What follows belongs to an exercise in optimizing a design on an open flow for small area and a short achievable clock period; a production flow would make more cautious choices.
Only simulation tests tie the RTL to the original design; equivalence was not proved.
No activity file was given, so power comes from the tool's default toggle rates.

==> flow/design.v <==
`timescale 1ns / 1ps
module ALU(
	input [3:0] opcode,
	input [15:0] operandA,
	input [15:0] operandB,
	output reg [15:0] ALUo,
	output reg [2:0] flags
);
	always @(opcode or operandA or operandB) begin
		case(opcode)
			4'b0001: begin ALUo = operandA & operandB; flags[0] = 0; end
			4'b0000: begin ALUo = operandA | operandB; flags[0] = 0; end
			4'b0010: begin ALUo = ~operandA; flags[0]= 0; end
			4'b0011: begin ALUo = operandA ^ operandB; flags[0] = 0; end
			4'b0100: {flags[0], ALUo} = operandA + operandB;
			4'b0101: {flags[0], ALUo} = operandA + operandB + 1'b1;
			4'b0110: {flags[0], ALUo} = operandA - operandB;
			4'b0111: {flags[0], ALUo} = operandA - operandB - 1'b1;
			4'b1000: begin ALUo = operandA << operandB[4:0]; flags[0] = 0; end
			4'b1010: begin ALUo = {operandA[15], operandA[14:0] <<< operandB[3:0]}; flags[0] = 0; end
			4'b1001: begin ALUo = operandA >> operandB[4:0]; flags[0] = 0; end
			4'b1011: begin ALUo = $signed(operandA) >>> operandB[4:0]; flags[0] = 0; end
			default: begin ALUo = operandA & operandB; flags[0] = 0; end
		endcase
	end
	always @(ALUo) begin
		flags[2] = ALUo[15];
		flags[1] = ALUo == 16'd0;
	end
endmodule
`timescale 1ns / 1ps
module PCPU(
	input clock,
	input [15:0] d_datain,
	input enable,
	input [15:0] i_datain,
	input reset,
	input [3:0] select_y,
	input start,
	output [7:0] d_addr,
	output [15:0] d_dataout,
	output d_we,
	output [7:0] i_addr,
	output reg [15:0] y,
	input show_gr
);
	reg [7:0] pc;
	reg [15:0] id_ir, ex_ir, mem_ir, wb_ir;
	reg [15:0] reg_A, reg_B, reg_C, reg_C1;
	reg [15:0] smdr, smdr1;
	reg [2:0] flags;  
	reg dw;
	wire [15:0] w_ALUo;
	wire [2:0] w_flags;
	assign d_dataout = smdr1;
	assign d_we = dw;
	assign d_addr = reg_C[7:0];
	assign i_addr = pc;
	reg state, next_state;
	always @(posedge clock) begin
		if (reset)
			state <= 1'b0;
		else
			state <= next_state;
	end
	always @(*) begin
		case (state)
			1'b0 : 
				if ((enable == 1'b1) 
				&& (start == 1'b1))
					next_state = 1'b1;
				else    
					next_state = 1'b0;
			1'b1 :
				if ((enable == 1'b0)
				|| wb_ir[15:11] == 5'b00001)
					next_state = 1'b0;
				else
					next_state = 1'b1;
		endcase
	end
	reg [15:0] gr[0:7];
	always @(posedge clock or posedge reset) begin
		if (reset) begin
			gr[0] <= 0; gr[1] <= 0; gr[2] <= 0; gr[3] <= 0;
			gr[4] <= 0; gr[5] <= 0; gr[6] <= 0; gr[7] <= 0;
		end else if (state ==1'b1) begin
			case(wb_ir[15:11])
				5'b00010, 5'b10000, 5'b10100,
				5'b01000, 5'b01001, 5'b10001,
				5'b01010, 5'b01011, 5'b10010, 
				5'b10011, 5'b01101, 5'b01110, 5'b01111,
				5'b00100, 5'b00110, 5'b00101, 5'b00111:
					gr[wb_ir[10:8]] <= reg_C1;
			endcase
		end
	end
	wire w_data_miss;
	DetectLoadDataMiss pcpu_dldm_id(
		.peek_ir(i_datain),
		.prev_ir(id_ir),
		.miss(w_data_miss)
	);
	reg pc_jump;
	always @(*) begin
		case(mem_ir[15:11])
			5'b11000,
			5'b11001: pc_jump = 1'b1;
			5'b11010: pc_jump = (flags[1] == 1'b1) ? 1'b1 : 1'b0;
			5'b11011: pc_jump = (flags[1] == 1'b0) ? 1'b1 : 1'b0;
			5'b11100: pc_jump = (flags[2] == 1'b1) ? 1'b1 : 1'b0;
			5'b11101: pc_jump = (flags[2] == 1'b0) ? 1'b1 : 1'b0;
			5'b11110: pc_jump = (flags[0] == 1'b1) ? 1'b1 : 1'b0;
			5'b11111: pc_jump = (flags[0] == 1'b0) ? 1'b1 : 1'b0;
			default: pc_jump = 1'b0;
		endcase
	end
	always @(posedge clock or posedge reset) begin
		if (reset) begin
			id_ir <= 16'b0000_0000_0000_0000;
			pc <= 8'b0000_0000;
		end else if (state ==1'b1) begin
			id_ir <= (pc_jump || w_data_miss) ? {5'b00000, 11'd0} : i_datain;
			if (pc_jump) begin
				pc <= reg_C[7:0];
			end else begin
				if (wb_ir[15:11] != 5'b00001 && !w_data_miss)
					pc <= pc + 1'b1;
			end
		end
	end
	wire [3:0] w_rgra [1:2];
	wire [2:0] w_dirty [0:2];
	DetectWBData pcpu_dwbd_ex_0(
		.gra(id_ir[10:8]),
		.prev_ir(ex_ir),
		.dirty(w_dirty[0][0])
	);
	DetectWBData pcpu_dwbd_mem_0(
		.gra(id_ir[10:8]),
		.prev_ir(mem_ir),
		.dirty(w_dirty[0][1])
	);
	DetectWBData pcpu_dwbd_wb_0(
		.gra(id_ir[10:8]),
		.prev_ir(wb_ir),
		.dirty(w_dirty[0][2])
	);
	ParseReadGR pcpu_parseRGR(
		.ir(id_ir),
		.gra1(w_rgra[1]),
		.gra2(w_rgra[2])
	);
	DetectWBData pcpu_dwbd_ex_1(
		.gra(w_rgra[1][2:0]),
		.prev_ir(ex_ir),
		.dirty(w_dirty[1][0])
	);
	DetectWBData pcpu_dwbd_mem_1(
		.gra(w_rgra[1][2:0]),
		.prev_ir(mem_ir),
		.dirty(w_dirty[1][1])
	);
	DetectWBData pcpu_dwbd_wb_1(
		.gra(w_rgra[1][2:0]),
		.prev_ir(wb_ir),
		.dirty(w_dirty[1][2])
	);
	DetectWBData pcpu_dwbd_ex_2(
		.gra(w_rgra[2][2:0]),
		.prev_ir(ex_ir),
		.dirty(w_dirty[2][0])
	);
	DetectWBData pcpu_dwbd_mem_2(
		.gra(w_rgra[2][2:0]),
		.prev_ir(mem_ir),
		.dirty(w_dirty[2][1])
	);
	DetectWBData pcpu_dwbd_wb_2(
		.gra(w_rgra[2][2:0]),
		.prev_ir(wb_ir),
		.dirty(w_dirty[2][2])
	);
	always @(posedge clock or posedge reset) begin
		if (reset) begin
			ex_ir <= 16'd0;
			reg_A <= 16'd0;
			reg_B <= 16'd0;
		end else if (state ==1'b1) begin
			ex_ir <= pc_jump ? {5'b00000, 11'd0} : id_ir;
			if (id_ir[15:11] == 5'b00011) begin
			   if (w_dirty[0][0])
					smdr <= w_ALUo;
				else if (w_dirty[0][1])
					smdr <= reg_C;
				else if (w_dirty[0][2])
					smdr <= reg_C1;
				else
					smdr <= gr[id_ir[10:8]];
			end
			if (w_rgra[1][3]) begin
				case(w_rgra[1][2:0])
					3'b000: reg_A <= 16'd0;
					3'b001: reg_A <= id_ir[3:0];
					3'b010: reg_A <= id_ir[7:4];
					3'b011: reg_A <= id_ir[7:0];
					3'b111: reg_A <= {id_ir[7:0], 8'd0};
				endcase
			end else begin
				if (w_dirty[1][0])
					reg_A <= w_ALUo;
				else if (w_dirty[1][1])
					reg_A <= mem_ir[15:11] == 5'b00010 ? d_datain : reg_C;
				else if (w_dirty[1][2])
					reg_A <= reg_C1;
				else
					reg_A <= gr[w_rgra[1][2:0]];
			end
			if (w_rgra[2][3]) begin
				case(w_rgra[2][2:0])
					3'b000: reg_B <= 16'd0;
					3'b001: reg_B <= id_ir[3:0];
					3'b010: reg_B <= id_ir[7:4];
					3'b011: reg_B <= id_ir[7:0];
					3'b111: reg_B <= {id_ir[7:0], 8'd0};
				endcase
			end else begin
				if (w_dirty[2][0])
					reg_B <= w_ALUo;
				else if (w_dirty[2][1])
					reg_B <= mem_ir[15:11] == 5'b00010 ? d_datain : reg_C;
				else if (w_dirty[2][2])
					reg_B <= reg_C1;
				else
					reg_B <= gr[w_rgra[2][2:0]];
			end
		end
	end
	wire strAfterLd =
		ex_ir[15:11] == 5'b00011 &&
		mem_ir[15:11] == 5'b00010 &&
		ex_ir[10:8] == mem_ir[10:8];
	wire updateZFNF =
		!(ex_ir[15:11] == 5'b11100 || ex_ir[15:11] == 5'b11101 ||
			ex_ir[15:11] == 5'b11010 || ex_ir[15:11] == 5'b11011 ||
			ex_ir[15:11] == 5'b11110 || ex_ir[15:11] == 5'b11111);
	wire updateCF = 
		ex_ir[15:11] == 5'b01000  || ex_ir[15:11] == 5'b01010 ||
		ex_ir[15:11] == 5'b01001 || ex_ir[15:11] == 5'b01011 ||
		ex_ir[15:11] == 5'b10001 || ex_ir[15:11] == 5'b10010;
	wire dwCondition =
		mem_ir[15:11] != 5'b00001 &&
		wb_ir[15:11] != 5'b00001 &&
		!pc_jump && ex_ir[15:11] == 5'b00011;
	always @(posedge clock or posedge reset) begin
		if (reset) begin
			mem_ir <= 16'd0;
			reg_C <= 16'd0;
			flags <= 3'd0;
			dw <= 1'b0;
		end else if (state ==1'b1) begin
			mem_ir <= pc_jump ? {5'b00000, 11'd0} : ex_ir;
			reg_C <= w_ALUo;
			if (updateZFNF) begin
				flags[2:1] <= w_flags[2:1];
				if (updateCF)
					flags[0] <= w_flags[0];
			end
			smdr1 <= strAfterLd ? d_datain : smdr;
			if (dwCondition)
				dw <= 1'b1;
			else
				dw <= 1'b0;
		end
	end
	always @(posedge clock or posedge reset) begin
		if (reset) begin
			wb_ir <= 16'd0;
		end else if (state ==1'b1) begin
			if (wb_ir[15:11] != 5'b00001)
				wb_ir <= pc_jump ? {5'b00000, 11'd0} : mem_ir;
			if (mem_ir[15:11] == 5'b00010)
				reg_C1 <= d_datain;
			else
				reg_C1 <= reg_C;
		end
	end
	reg [3:0] ALUop;
	always @(ex_ir or flags) begin
		case(ex_ir[15:11])
			5'b00010,5'b00011,5'b10000,5'b11010,5'b11011,
			5'b11100,5'b11101,5'b11110,5'b11111,5'b01000,
			5'b01001: ALUop = 4'b0100;
			5'b10001: ALUop = flags[0] == 1'b1 ? 4'b0101 : 4'b0100;
			5'b01010, 5'b01011,
			5'b01100: ALUop = 4'b0110;
			5'b10010: ALUop = flags[0] == 1'b1 ? 4'b0111 : 4'b0110;
			5'b01101: ALUop = 4'b0001;
			5'b01111: ALUop = 4'b0011;
			5'b10011: ALUop = 4'b0010;
			5'b00100: ALUop = 4'b1000;
			5'b00110: ALUop = 4'b1010;
			5'b00101: ALUop = 4'b1001;
			5'b00111: ALUop = 4'b1011;
			 default: ALUop = 4'b0000;
		endcase
	end
	ALU alu(
		.opcode(ALUop),
		.operandA(reg_A),
		.operandB(reg_B),
		.ALUo(w_ALUo),
		.flags(w_flags)
	);
	always @(*) begin
		if (show_gr == 1'b1) begin
			case (select_y[2:0])
				3'b000: y = gr[0];
				3'b001: y = gr[1];
				3'b010: y = gr[2];
				3'b011: y = gr[3];
				3'b100: y = gr[4];
				3'b101: y = gr[5];
				3'b110: y = gr[6];
				3'b111: y = gr[7];
			endcase
		end else begin
			case (select_y)
				4'd0: y = pc;     
				4'd1: y = id_ir;
				4'd2: y = ex_ir;
				4'd3: y = mem_ir;
				4'd4: y = wb_ir;
				4'd5: y = reg_A;
				4'd6: y = reg_B;
				4'd7: y = reg_C;
				4'd8: y = flags;
				4'd9: y = dw;
				4'd10: y = smdr;
				4'd11: y = smdr1;
				4'd12: y = reg_C1;
				default: y = pc;
			endcase
		end
	end
endmodule
module ParseReadGR(
	input [15:0] ir,
	output reg [3:0] gra1,
	output reg [3:0] gra2
);
	always @(*) begin
		case(ir[15:11])
			5'b00000,
			5'b00001: {gra1, gra2} = {1'b1, 3'd0, 1'b1, 3'd0};
			5'b10000: {gra1, gra2} = {1'b0, ir[10:8], 1'b1, 3'b111};
			5'b11000,5'b10100: {gra1, gra2} = {1'b1, 3'b000, 1'b1, 3'b011};
			5'b10011: {gra1, gra2} = {1'b0, ir[6:4], 1'b1, 3'b000};
			5'b01000,5'b10001,5'b01010,5'b10010,5'b01100,5'b01101,5'b01110,
			5'b01111: {gra1, gra2} = {1'b0, ir[6:4], 1'b0, ir[2:0]};
			5'b01001,5'b01011,5'b11001,5'b11010,5'b11011,5'b11100,5'b11101,5'b11110,
			5'b11111: {gra1, gra2} = {1'b0, ir[10:8], 1'b1, 3'b011};
			5'b00100, 5'b00110, 5'b00101,5'b00111,5'b00010,
			5'b00011: {gra1, gra2} = {1'b0, ir[6:4], 1'b1, 3'b001};
			default: {gra1, gra2} = {1'b1, 3'b000, 1'b1, 3'b000};
		endcase
	end
endmodule
module ParseWriteGR(
	input [15:0] ir,
	output reg [3:0] gra
);
	always @(*) begin
		case(ir[15:11])
			5'b00010,5'b10000,5'b01000,5'b01001,5'b10001,5'b01010,5'b01011,5'b10010,
			5'b01101,5'b01111,5'b01110,5'b10011,5'b00100,5'b00110,5'b00101,5'b00111:
				gra = {1'b0, ir[10:8]};
			default: gra = 4'b1000;
		endcase
	end
endmodule
module DetectLoadDataMiss(
	input [15:0] peek_ir,
	input [15:0] prev_ir,
	output miss
);
	wire nre1, nre2;
	wire [2:0] rgr1, rgr2;
	ParseReadGR l_parseRGR(
		.ir(peek_ir),
		.gra1({nre1, rgr1}),
		.gra2({nre2, rgr2})
	);
	assign miss = 
	(prev_ir[15:11] == 5'b00010 &&
		((!nre1 && prev_ir[10:8] == rgr1) ||
		 (!nre2 && prev_ir[10:8] == rgr2) 
  ) ) ?
	1'b1 : 1'b0;
endmodule
module DetectWBData(
	input [2:0] gra,
	input [15:0] prev_ir,
	output dirty
);
	wire nwe;
	wire [2:0] wgra;
	assign dirty = !nwe && gra == wgra;
	ParseWriteGR wb_parseWGR(
		.ir(prev_ir),
		.gra({nwe, wgra})
	);
endmodule
==> flow/run.sh <==
#!/bin/bash
# synth_recipe.tcl (not shown) runs the flow's synth.tcl, then flattens the netlist and writes it again
# the make line also repeats each setting of config.mk as NAME=value (left out here)
make -C /OpenROAD-flow-scripts/flow DESIGN_CONFIG=/design/flow/config.mk WORK_HOME=/design/flow/orfs CLKGATE_MAP_FILE= SYNTH_SCRIPT=/design/flow/synth_recipe.tcl finish
==> flow/config.mk <==
export PLATFORM = sky130hd
export DESIGN_NAME = PCPU
export DESIGN_NICKNAME = PCPU
export VERILOG_FILES = /design/flow/design.v
export SDC_FILE = /design/flow/constraint.sdc
export NUM_CORES = 4
export LEC_CHECK = 0
export CAP_MARGIN = 20
export CORE_MARGIN = 2
export CORE_UTILIZATION = 40
export SLEW_MARGIN = 20
==> flow/constraint.sdc <==
create_clock -name core_clock -period 7.5 [get_ports {clock}]
set_input_delay 1.5000 -clock core_clock [delete_from_list [all_inputs] [get_ports {clock}]]
set_output_delay 1.5000 -clock core_clock [all_outputs]
set_load 0.01 [all_outputs]
==> flow_metrics.py <==
metrics = {
    "cts": {
        "postCtsResizedCells": 0,
        "clkLatencyLatePin_ns": 0.58,
        "cts-root-buf": "clkbuf_16",
        "cts_sinks": 301,
        "numCtsBuffers": 37,
        "cts_max_path_buffers": 3,
        "clk_pin_slew_ns": 0.06,
        "cts_setup_buffers": 0,
        "postCtsHoldBufs": 0,
        "h-tree-depth": 2,
        "cts_tree": "yes",
    },
    "finish": {
        "drive_gt1_share_pct": 16.9,
        "fin_cells": 3638,
        "layout.nets": 2870,
        "areaGrowthSynthToFinish_pct": 11.9,
        "final_cell_mix": "dfrtp_1, nand2_1, nor2_1",
        "layout_commonest_cell": "dfrtp_1",
    },
    "detailed_routing": {
        "avgViaCountPerCell": 7.08,
        "wire_per_inst_um": 33.9,
        "drtIter0Drc": 4018,
        "ant_nets": 0,
        "finalWirelength_um": 123000,
        "vias": 25800,
        "drt_pass1_iterations": 7,
        "drc": 0,
    },
    "synthesis": {
        "synth_cells": 2810,
        "async_flop_share_pct": 83.7,
        "yosysWarnings": 6,
        "syn_area_per_cell_um2": 8.90,
        "yosysSeqAreaShare_pct": 31.1,
        "ys_top_cells_by_area": "dfrtp_1, mux2_2, mux4_2",
        "synth_cell_types": 92,
        "yosys.area.top_type": "dfrtp_1",
        "synth_flop_cell": "dfrtp_1",
        "synth_top_area_share_pct": 25.2,
        "ys_ff_latch": 301,
        "synth-edff-count": 48,
        "synth_fp_nets": 2909,
        "syn_area_um2": 25000,
    },
    "global_route": {
        "grt_pass1_vias": 24300,
        "grt_pass1_wl_um": 177000,
        "grt_util_all_layers_pct": 37.9,
        "grt_max_degree": 140,
        "gr-total-overflow": 0,
        "antenna_found_initial": 8,
    },
    "timing": {
        "finClkSkew_ns": 0.0226,
        "fin_hold_ws_ns": 0.534,
        "rsz0062_at_grt": "no",
        "fmax_mhz": 157,
        "final_hold_viol_count": 0,
        "setup_viol": 0,
        "timing.final.crit_period_ns": 6.38,
        "worst_pin_slew_ns": 1.25,
        "post-route-period-util_pct": 85.1,
        "drv_slew": 0,
        "relSlewSlack_pct": 16.4,
        "setup_tns_ns": 0,
    },
    "hold_path": {
        "holdPathEnd": "mem_ir[3]",
        "hold_start": "ex_ir[3]",
        "worstHoldPathType": "register to register",
        "hold_depth": 2,
    },
    "place": {
        "portBuffers": 89,
        "gp_congestion": 1.06,
        "hpwl_um": 89900,
        "dp_cells": 3569,
    },
    "worst_setup_path": {
        "slowest_delay_ns": 0.89,
        "worstPathCellList": "buf_2 > nor2_1 > nand2_1 > o22ai_1 > a2111oi_0 > a21oi_1 > clkdlybuf4s50_1",
        "end_kind": "primary output",
        "r2r_cells": 9,
        "crit_slowest_cell": "o22ai_1",
        "timing.rr.start": "id_ir[13]",
        "cp_data_arrival_time_ns": 4.88,
        "start_kind": "primary input",
        "path_class": "primary input to primary output",
        "regToRegEndpoint": "reg_B[4]",
        "critPathTopFamily": "compound AO/OA/AOI/OAI gates",
        "crit_fanout": 23,
        "rrSetupSlack_ns": 1.91,
        "path_buf_inv": 2,
        "required_ns": 6.00,
    },
    "power_and_ir_drop": {
        "leakage_nw": 11.0,
        "ir_worst_vdd_mv": 0.186,
        "p_total_mw": 12.0,
        "p_per_area_nw_per_um2": 429,
    },
    "die": {
        "die_h_um": 254,
        "dieWidth_um": 254,
        "start_util_pct": 40.5,
        "coreArea_um2": 61700,
        "placementRows": 91,
        "io_pins": 90,
        "die_area_um2": 64500,
    },
    "outcome": {
        "status": "finished clean",
    },
    "flow_run": {
        "cap_viol_max_count": 0,
    },
}
[cell usage after synthesis (27+ instances only)]
cell / n
dfrtp_1: 252
nand2_1: 240
nor2_1: 227
mux2_2: 195
clkbuf_1: 192
o21ai_0: 186
a21oi_1: 171
inv_1: 91
nand3_1: 84
mux2i_1: 73
mux4_2: 67
a22oi_1: 58
ha_1: 56
nor3_1: 56
a221oi_1: 55
edfxtp_1: 48
o22ai_1: 48
xnor2_1: 48
a211oi_1: 47
o2bb2ai_1: 34
buf_1: 32
o211ai_1: 31
a31oi_1: 27
[worst min-delay path, delay by kind of cell (launching register included)]
family	cells	cell delay (ns)
simple gates	1	0.07
flops	1	0.38
compound gates	1	0.05
[how the worst max path moves through the flow]
stage	slack (ns)	endpoint	startpoint	depth (start not counted)
floorplan	1.69	state	reset	2
global placement	1.37	y[1]	select_y[0]	11
detailed placement	1.24	y[1]	select_y[0]	11
CTS	1.25	y[1]	select_y[0]	11
global route	1.17	y[2]	select_y[0]	7
finish	1.12	y[4]	select_y[0]	7
[through the flow]
| stage | setup slack [ns] | utilization (%) | area (µm²) |
|---|---|---|---|
| after floorplan | 1.69 | - | 25000 |
| after global placement | 1.37 | 43.3 | 26700 |
| after detailed placement | 1.24 | 43.3 | 26700 |
| after CTS | 1.25 | 45.3 | 28000 |
| after global routing | 1.17 | 45.3 | 28000 |
| final | 1.12 | 45.3 | 28000 |
[per-layer routing]
metal,routed length (µm),vias to the layer above,global-route usage (%)
met5,48,-,0
met4,7300,8,19.1
met3,15400,412,11.2
met2,51700,1963,55.1
met1,48900,12700,50.9
li1,-,10700,-
[layout make-up]
cell class              count  area (µm²)
clock buffers              49        1070
diodes                      3        7.51
multi-input cells        2163       16000
repair buffers            173        1510
well taps                 837        1050
fillers                  5991       33700
inverters                  95         360
flip-flops and latches    301        7770
clock inverters            17         165
[cells by family (layout without fill, tap and decap cells)]
logic type	Yosys count	after routing	synth area share, %
DFF	301	301	31.1
xor gates and xnor gates	74	74	2.59
buffers and inverters	346	334	5.45
other	0	3	0
adders and majority gates	58	58	2.96
and+or+nand+nor	804	804	15.4
muxes	340	340	18.3
AOI/OAI and AO/OA	887	887	24.3
[report_power, final]
group | total [mW] | switching [mW] | leakage (nW) | internal, mW
Clock | 1.88 | 0.792 | 0.624 | 1.09
Combinational | 7.08 | 4.62 | 6.61 | 2.46
Sequential | 3.03 | 0.968 | 3.78 | 2.07
Total | 12.0 | 6.38 | 11.0 | 5.61
[registers in the layout, indices dropped and copies added, names as in the netlist]
signal  count
wb_ir      16
gr        128
reg_C      16
smdr1      16
id_ir      16
reg_A      16
state       1
mem_ir     16
flags       3
smdr       16
reg_C1     16
pc          8
dw          1
reg_B      16
ex_ir      16

what the ideal ports hide:
Ports are ideal in the flow. The routed layout listed here was re-timed in OpenROAD.
Step 1 (the two cells are an assumption about what drives the block):
set clk [get_ports {clock}]
set_driving_cell -lib_cell sky130_fd_sc_hd__clkbuf_16 $clk
set_driving_cell -lib_cell sky130_fd_sc_hd__buf_2 [delete_from_list [all_inputs] $clk]
Step 2 moves the port delays by t, midway between the first and last clock arrival at a register: inputs arrive t later, outputs are due t later. That takes back most of the time a late clock gives input paths.
Slacks: ideal ports / drivers / drivers and shift; pairs: ideal ports / drivers.
t, ns: 0.629
slack for setup (ns): 1.118 / 1.100 / 1.100
worst hold slack (ns): 0.534 / 0.534 / 0.534
latest minus earliest clock arrival (ns): 0.024 / 0.025
After both steps setup and hold are still met in this run. The setup slack of this run moves by -0.018 ns with the drivers and by -0.018 ns with both steps.
